What follows belongs to an exercise in optimizing a design on an open flow for small area; a production flow would make more cautious choices. Function was checked by simulation only, so behaviour that the tests miss may differ from the original.

==> inputs of run H <==
// multiplier
module multiplier #(
    parameter LOGDEPTH = 6,
    parameter WIDTH = 32
) (
    input  logic                    clk,
    input  logic                    rst,
    input  logic                    EN_mult,
    output logic                    EN_writeMem,
    output logic [LOGDEPTH-1:0]     writeMem_addr,
    input  logic [16-1:0]           mult_input0,
    input  logic [16-1:0]           mult_input1,
    output logic [WIDTH-1:0]        writeMem_val,
    output logic                    RDY_mult,
    input  logic                    EN_blockRead,
    output logic                    VALID_memVal,
    output logic [WIDTH-1:0]        memVal_data,
    output logic                    EN_readMem,
    output logic [LOGDEPTH-1:0]     readMem_addr,
    input  logic [WIDTH-1:0]        readMem_val
);
    localparam int NSTG = 8;
    logic [15:0] a_q [NSTG];
    logic [15:0] b_q [NSTG];
    logic [15:0] ma, mb;
    assign ma = a_q[NSTG-1];
    assign mb = b_q[NSTG-1];
    logic [31:0] mp;
    logic mpp1;
    logic mpp2;
    logic mpp3;
    logic mpp4;
    logic mpp5;
    logic mpp6;
    logic mpp7;
    logic mpp8;
    logic mpp9;
    logic mpp10;
    logic mpp11;
    logic mpp12;
    logic mpp13;
    logic mpp14;
    logic mpp15;
    logic mpp16;
    logic mpp17;
    logic mpp18;
    logic mpp19;
    logic mpp20;
    logic mpp21;
    logic mpp22;
    logic mpp23;
    logic mpp24;
    logic mpp25;
    logic mpp26;
    logic mpp27;
    logic mpp28;
    logic mpp29;
    logic mpp30;
    logic mpp31;
    logic mpp32;
    logic mpp33;
    logic mpp34;
    logic mpp35;
    logic mpp36;
    logic mpp37;
    logic mpp38;
    logic mpp39;
    logic mpp40;
    logic mpp41;
    logic mpp42;
    logic mpp43;
    logic mpp44;
    logic mpp45;
    logic mpp46;
    logic mpp47;
    logic mpp48;
  ...
clock: 4.0 ns
lec_check: 0
cap_margin: 20
core_margin: 2
core_utilization: 70
gpl_timing_driven: 0
setup_slack_margin: 0.1
slew_margin: 20
synth_hierarchical: 1
synth_minimum_keep_size: 0
standard.sh (not shown) runs the stock make flow with config.mk's settings and CLKGATE_MAP_FILE= SYNTH_SCRIPT=/design/flow/synth_recipe.tcl, a recipe that flattens the netlist after the stock synthesis.
==> flow/flow/run.sh <==
#!/bin/bash
# The standard layout (the standard.sh, which runs ORFS) with these changes:
#  - the port buffers are buf_1 cells (buffer_ports picks a larger delay cell by default);
#  - clock tree synthesis inserts no dummy loads and uses the clock buffers and
#    sink clusters given in CTS_ARGS;
#  - the other ORFS settings given below.
# Each make run writes its full output to its own log in this folder.
set -euo pipefail
ARGS=(
  BUFFER_PORTS_ARGS="-buffer_cell sky130_fd_sc_hd__buf_1"
  CTS_ARGS="-sink_clustering_enable -repair_clock_nets -dont_use_dummy_load -root_buf sky130_fd_sc_hd__clkbuf_8 -buf_list {sky130_fd_sc_hd__clkbuf_8} -sink_clustering_size 18 -sink_clustering_max_diameter 70"
  REMOVE_ABC_BUFFERS=1
)
bash standard.sh "${ARGS[@]}" finish > standard.log 2>&1
==> run Z: changes against run H <==
--- a/flow/design.v
+++ b/flow/design.v
@@ -713,10 +713,16 @@
     logic mc686;
     logic ms687;
     logic mc688;
     logic ms689;
     logic mc690;
+    logic ms691;
+    logic mc692;
+    logic ms693;
+    logic mc694;
+    logic ms695;
+    logic mc696;
     logic mP0;
     logic mG0;
     logic mP1;
     logic mG1;
     logic mP2;
@@ -753,18 +759,10 @@
     logic mG17;
     logic mP18;
     logic mG18;
     logic mP19;
     logic mG19;
-    logic mP20;
-    logic mG20;
-    logic mP21;
-    logic mG21;
-    logic mP22;
-    logic mG22;
-    logic mP23;
-    logic mG23;
     logic mg1;
     logic mg2;
     logic mgp2;
     logic mg3;
     logic mgp3;
@@ -781,29 +779,25 @@
     logic mg9;
     logic mgp9;
     logic mg10;
     logic mgp10;
     logic mg11;
-    logic mgp11;
     logic mg12;
     logic mgp12;
     logic mg13;
+    logic mgp13;
     logic mg14;
     logic mgp14;
     logic mg15;
     logic mgp15;
     logic mg16;
-    logic mgp16;
     logic mg17;
     logic mgp17;
     logic mg18;
-    logic mgp18;
     logic mg19;
     logic mg20;
-    logic mgp20;
     logic mg21;
-    logic mgp21;
     logic mg22;
     logic mg23;
     logic mg24;
     logic mg25;
     logic mg26;
@@ -813,18 +807,14 @@
     logic mg30;
     logic mg31;
     logic mg32;
     logic mg33;
     logic mg34;
-    logic mg35;
-    logic mg36;
-    logic mg37;
-    logic mg38;
-    logic mg39;
-    logic mg40;
-    logic mg41;
-    logic mg42;
+    logic mta0;
+    logic mta1;
+    logic mta2;
+    logic mta3;
     logic mq_0;
     logic mq_1;
     logic mq_2;
     logic mq_3;
     logic mq_4;
@@ -874,12 +864,10 @@
     logic mq_48;
     logic mq_49;
     logic mq_50;
     logic mq_51;
     logic mq_52;
-    logic mq_53;
-    logic mq_54;
     assign mpp1 = ~(ma[0] & mb[0]);
     assign mpp2 = ~(ma[0] & mb[1]);
     assign mpp3 = ~(ma[0] & mb[2]);
     assign mpp4 = ~(ma[0] & mb[3]);
     assign mpp5 = ~(ma[0] & mb[4]);
@@ -1365,10 +1353,14 @@
     mul_fa u_ms681 (.a(mc622), .b(mc680), .c(ms623), .s(ms681), .co(mc682));
     mul_fa u_ms683 (.a(mc624), .b(ms625), .c(mc682), .s(ms683), .co(mc684));
     mul_fa u_ms685 (.a(mc626), .b(ms627), .c(mc684), .s(ms685), .co(mc686));
     mul_fa u_ms687 (.a(mc628), .b(ms629), .c(mc686), .s(ms687), .co(mc688));
     mul_fa u_ms689 (.a(mc630), .b(ms631), .c(mc688), .s(ms689), .co(mc690));
+    mul_xnor u_ms691 (.a(ms673), .b(mc672), .y(ms691));
+    mul_or u_mc692 (.a(ms673), .b(mc672), .y(mc692));
+    mul_fa u_ms693 (.a(ms675), .b(mc674), .c(mc692), .s(ms693), .co(mc694));
+    mul_fa u_ms695 (.a(mpp256), .b(mc676), .c(mc694), .s(ms695), .co(mc696));
     always_ff @(posedge clk) begin
         mq_0 <= mpp1;
         mq_1 <= ms677;
         mq_2 <= ms679;
         mq_3 <= ms681;
@@ -1415,16 +1407,14 @@
         mq_44 <= mc666;
         mq_45 <= ms669;
         mq_46 <= mc668;
         mq_47 <= ms671;
         mq_48 <= mc670;
-        mq_49 <= ms673;
-        mq_50 <= mc672;
-        mq_51 <= ms675;
-        mq_52 <= mc674;
-        mq_53 <= mpp256;
-        mq_54 <= mc676;
+        mq_49 <= ms691;
+        mq_50 <= ms693;
+        mq_51 <= ms695;
+        mq_52 <= mc696;
     end
     assign mp[0] = ~mq_0;
     assign mp[1] = ~mq_1;
     assign mp[2] = ~mq_2;
     assign mp[3] = ~mq_3;
@@ -1470,18 +1460,10 @@
     mul_nor u_mG17 (.a(mq_43), .b(mq_44), .y(mG17));
     mul_xor u_mP18 (.a(mq_45), .b(mq_46), .y(mP18));
     mul_nor u_mG18 (.a(mq_45), .b(mq_46), .y(mG18));
     mul_xor u_mP19 (.a(mq_47), .b(mq_48), .y(mP19));
     mul_nor u_mG19 (.a(mq_47), .b(mq_48), .y(mG19));
-    mul_xor u_mP20 (.a(mq_49), .b(mq_50), .y(mP20));
-    mul_nor u_mG20 (.a(mq_49), .b(mq_50), .y(mG20));
-    mul_xor u_mP21 (.a(mq_51), .b(mq_52), .y(mP21));
-    mul_nor u_mG21 (.a(mq_51), .b(mq_52), .y(mG21));
-    mul_xor u_mP22 (.a(mq_53), .b(mq_54), .y(mP22));
-    mul_nor u_mG22 (.a(mq_53), .b(mq_54), .y(mG22));
-    assign mP23 = 1'b0;
-    assign mG23 = 1'b0;
     assign mg1 = mG0 | (mP0 & ~mq_8);
     assign mg2 = mG2 | (mP2 & mG1);
     assign mgp2 = mP2 & mP1;
     assign mg3 = mG4 | (mP4 & mG3);
     assign mgp3 = mP4 & mP3;
@@ -1497,75 +1479,67 @@
     assign mgp8 = mP14 & mP13;
     assign mg9 = mG16 | (mP16 & mG15);
     assign mgp9 = mP16 & mP15;
     assign mg10 = mG18 | (mP18 & mG17);
     assign mgp10 = mP18 & mP17;
-    assign mg11 = mG20 | (mP20 & mG19);
-    assign mgp11 = mP20 & mP19;
-    assign mg12 = mG22 | (mP22 & mG21);
-    assign mgp12 = mP22 & mP21;
-    assign mg13 = mg2 | (mgp2 & mg1);
-    assign mg14 = mg4 | (mgp4 & mg3);
-    assign mgp14 = mgp4 & mgp3;
-    assign mg15 = mg6 | (mgp6 & mg5);
-    assign mgp15 = mgp6 & mgp5;
-    assign mg16 = mg8 | (mgp8 & mg7);
-    assign mgp16 = mgp8 & mgp7;
-    assign mg17 = mg10 | (mgp10 & mg9);
-    assign mgp17 = mgp10 & mgp9;
-    assign mg18 = mg12 | (mgp12 & mg11);
-    assign mgp18 = mgp12 & mgp11;
-    assign mg19 = mg14 | (mgp14 & mg13);
-    assign mg20 = mg16 | (mgp16 & mg15);
-    assign mgp20 = mgp16 & mgp15;
-    assign mg21 = mg18 | (mgp18 & mg17);
-    assign mgp21 = mgp18 & mgp17;
-    assign mg22 = mg20 | (mgp20 & mg19);
-    assign mg23 = mg21 | (mgp21 & mg22);
-    assign mg24 = mg15 | (mgp15 & mg19);
-    assign mg25 = mg17 | (mgp17 & mg22);
-    assign mg26 = mg3 | (mgp3 & mg13);
-    assign mg27 = mg5 | (mgp5 & mg19);
-    assign mg28 = mg7 | (mgp7 & mg24);
-    assign mg29 = mg9 | (mgp9 & mg22);
-    assign mg30 = mg11 | (mgp11 & mg25);
-    assign mg31 = mG1 | (mP1 & mg1);
-    assign mg32 = mG3 | (mP3 & mg13);
-    assign mg33 = mG5 | (mP5 & mg26);
-    assign mg34 = mG7 | (mP7 & mg19);
-    assign mg35 = mG9 | (mP9 & mg27);
-    assign mg36 = mG11 | (mP11 & mg24);
-    assign mg37 = mG13 | (mP13 & mg28);
-    assign mg38 = mG15 | (mP15 & mg22);
-    assign mg39 = mG17 | (mP17 & mg29);
-    assign mg40 = mG19 | (mP19 & mg25);
-    assign mg41 = mG21 | (mP21 & mg30);
-    assign mg42 = mG23 | (mP23 & mg23);
+    assign mg11 = mg2 | (mgp2 & mg1);
+    assign mg12 = mg4 | (mgp4 & mg3);
+    assign mgp12 = mgp4 & mgp3;
+    assign mg13 = mg6 | (mgp6 & mg5);
+    assign mgp13 = mgp6 & mgp5;
+    assign mg14 = mg8 | (mgp8 & mg7);
+    assign mgp14 = mgp8 & mgp7;
+    assign mg15 = mg10 | (mgp10 & mg9);
+    assign mgp15 = mgp10 & mgp9;
+    assign mg16 = mg12 | (mgp12 & mg11);
+    assign mg17 = mg14 | (mgp14 & mg13);
+    assign mgp17 = mgp14 & mgp13;
+    assign mg18 = mg17 | (mgp17 & mg16);
+    assign mg19 = mg13 | (mgp13 & mg16);
+    assign mg20 = mg15 | (mgp15 & mg18);
+    assign mg21 = mg3 | (mgp3 & mg11);
+    assign mg22 = mg5 | (mgp5 & mg16);
+    assign mg23 = mg7 | (mgp7 & mg19);
+    assign mg24 = mg9 | (mgp9 & mg18);
+    assign mg25 = mG1 | (mP1 & mg1);
+    assign mg26 = mG3 | (mP3 & mg11);
+    assign mg27 = mG5 | (mP5 & mg21);
+    assign mg28 = mG7 | (mP7 & mg16);
+    assign mg29 = mG9 | (mP9 & mg22);
+    assign mg30 = mG11 | (mP11 & mg19);
+    assign mg31 = mG13 | (mP13 & mg23);
+    assign mg32 = mG15 | (mP15 & mg18);
+    assign mg33 = mG17 | (mP17 & mg24);
+    assign mg34 = mG19 | (mP19 & mg20);
     assign mp[8] = mP0 ^ ~mq_8;
     assign mp[9] = mP1 ^ mg1;
-    assign mp[10] = mP2 ^ mg31;
-    assign mp[11] = mP3 ^ mg13;
-    assign mp[12] = mP4 ^ mg32;
-    assign mp[13] = mP5 ^ mg26;
-    assign mp[14] = mP6 ^ mg33;
-    assign mp[15] = mP7 ^ mg19;
-    assign mp[16] = mP8 ^ mg34;
-    assign mp[17] = mP9 ^ mg27;
-    assign mp[18] = mP10 ^ mg35;
-    assign mp[19] = mP11 ^ mg24;
-    assign mp[20] = mP12 ^ mg36;
-    assign mp[21] = mP13 ^ mg28;
-    assign mp[22] = mP14 ^ mg37;
-    assign mp[23] = mP15 ^ mg22;
-    assign mp[24] = mP16 ^ mg38;
-    assign mp[25] = mP17 ^ mg29;
-    assign mp[26] = mP18 ^ mg39;
-    assign mp[27] = mP19 ^ mg25;
-    assign mp[28] = mP20 ^ mg40;
-    assign mp[29] = mP21 ^ mg30;
-    assign mp[30] = mP22 ^ mg41;
-    assign mp[31] = mP23 ^ mg23;
+    assign mp[10] = mP2 ^ mg25;
+    assign mp[11] = mP3 ^ mg11;
+    assign mp[12] = mP4 ^ mg26;
+    assign mp[13] = mP5 ^ mg21;
+    assign mp[14] = mP6 ^ mg27;
+    assign mp[15] = mP7 ^ mg16;
+    assign mp[16] = mP8 ^ mg28;
+    assign mp[17] = mP9 ^ mg22;
+    assign mp[18] = mP10 ^ mg29;
+    assign mp[19] = mP11 ^ mg19;
+    assign mp[20] = mP12 ^ mg30;
+    assign mp[21] = mP13 ^ mg23;
+    assign mp[22] = mP14 ^ mg31;
+    assign mp[23] = mP15 ^ mg18;
+    assign mp[24] = mP16 ^ mg32;
+    assign mp[25] = mP17 ^ mg24;
+    assign mp[26] = mP18 ^ mg33;
+    assign mp[27] = mP19 ^ mg20;
+    assign mta0 = mg34;
+    assign mp[28] = ~mq_49 ^ mta0;
+    assign mta1 = mta0 & ~mq_49;
+    assign mp[29] = ~mq_50 ^ mta1;
+    assign mta2 = mta1 & ~mq_50;
+    assign mp[30] = ~mq_51 ^ mta2;
+    assign mta3 = mta2 & ~mq_51;
+    assign mp[31] = ~mq_52 ^ mta3;
     always_ff @(posedge clk) begin
         a_q[0] <= mult_input0;
         b_q[0] <= mult_input1;
         for (int i = 1; i < NSTG; i++) begin
             a_q[i] <= a_q[i-1];
==> flow_summary.toml <==
[synthesis]
synth_seq_cells = 352
synth-simple-area-share_pct = 9.99
avgSynthCellArea_um2 = 12.4

[routing]
met3_length_um = 2690

[final_layout]
seq_area_mm2 = 0.00708

[placed_design]
place_ws_ps = 41.1

[power_and_ir_drop]
p_clk_share_pct = 16.9
vdd_ir_drop_max_mv = 0.604
comb_cell_power_mw = 2.73
p_int_mw = 5.89

[timing]
slew_headroom_pct = 43.0

[status]
status = "complete, no violations"
(the above is from run Z)
==> flow_summary.toml <==
[status]
status = "complete, no violations"

[timing]
slew_headroom_pct = 44.7

[routing]
met3_length_um = 2690

[placed_design]
io_buffer_count = 83

[power_and_ir_drop]
p_clk_share_pct = 16.8
p_int_mw = 5.93
comb_cell_power_mw = 2.77
vdd_ir_drop_max_mv = 0.420

[critical_path]
worstSetupStartpointType = "flop"

[synthesis]
avgSynthCellArea_um2 = 12.5
synth_seq_cells = 354

[final_layout]
seq_area_mm2 = 0.00711
(the above is from run H)

==> afterwards: timing with drivers on the ports <==
How much do the figures lean on ideal ports? The routed layouts below were timed once more, with nothing changed but the port constraints.
Step 1, drivers: a clkbuf_16 drives clk and a buf_2 each remaining input, both assumed.
Step 2 times the ports against the registers' clock, not the clock port: input delays grow and output delays shrink by t, the midpoint of the rising clock arrivals with the driver on.
Slacks: ideal / step 1 / step 2; pairs: ideal / step 1.
run | shift t [ns] | setup WS [ns] | hold slack, ns | pins driven straight from the clock port
run H | 0.579 | 0.181 / 0.181 / 0.181 | 0.316 / 0.311 / 0.316 | 1
run Z | 0.581 | 0.199 / 0.199 / 0.199 | 0.306 / 0.304 / 0.306 | 1
After both steps setup and hold are still met in every run listed.
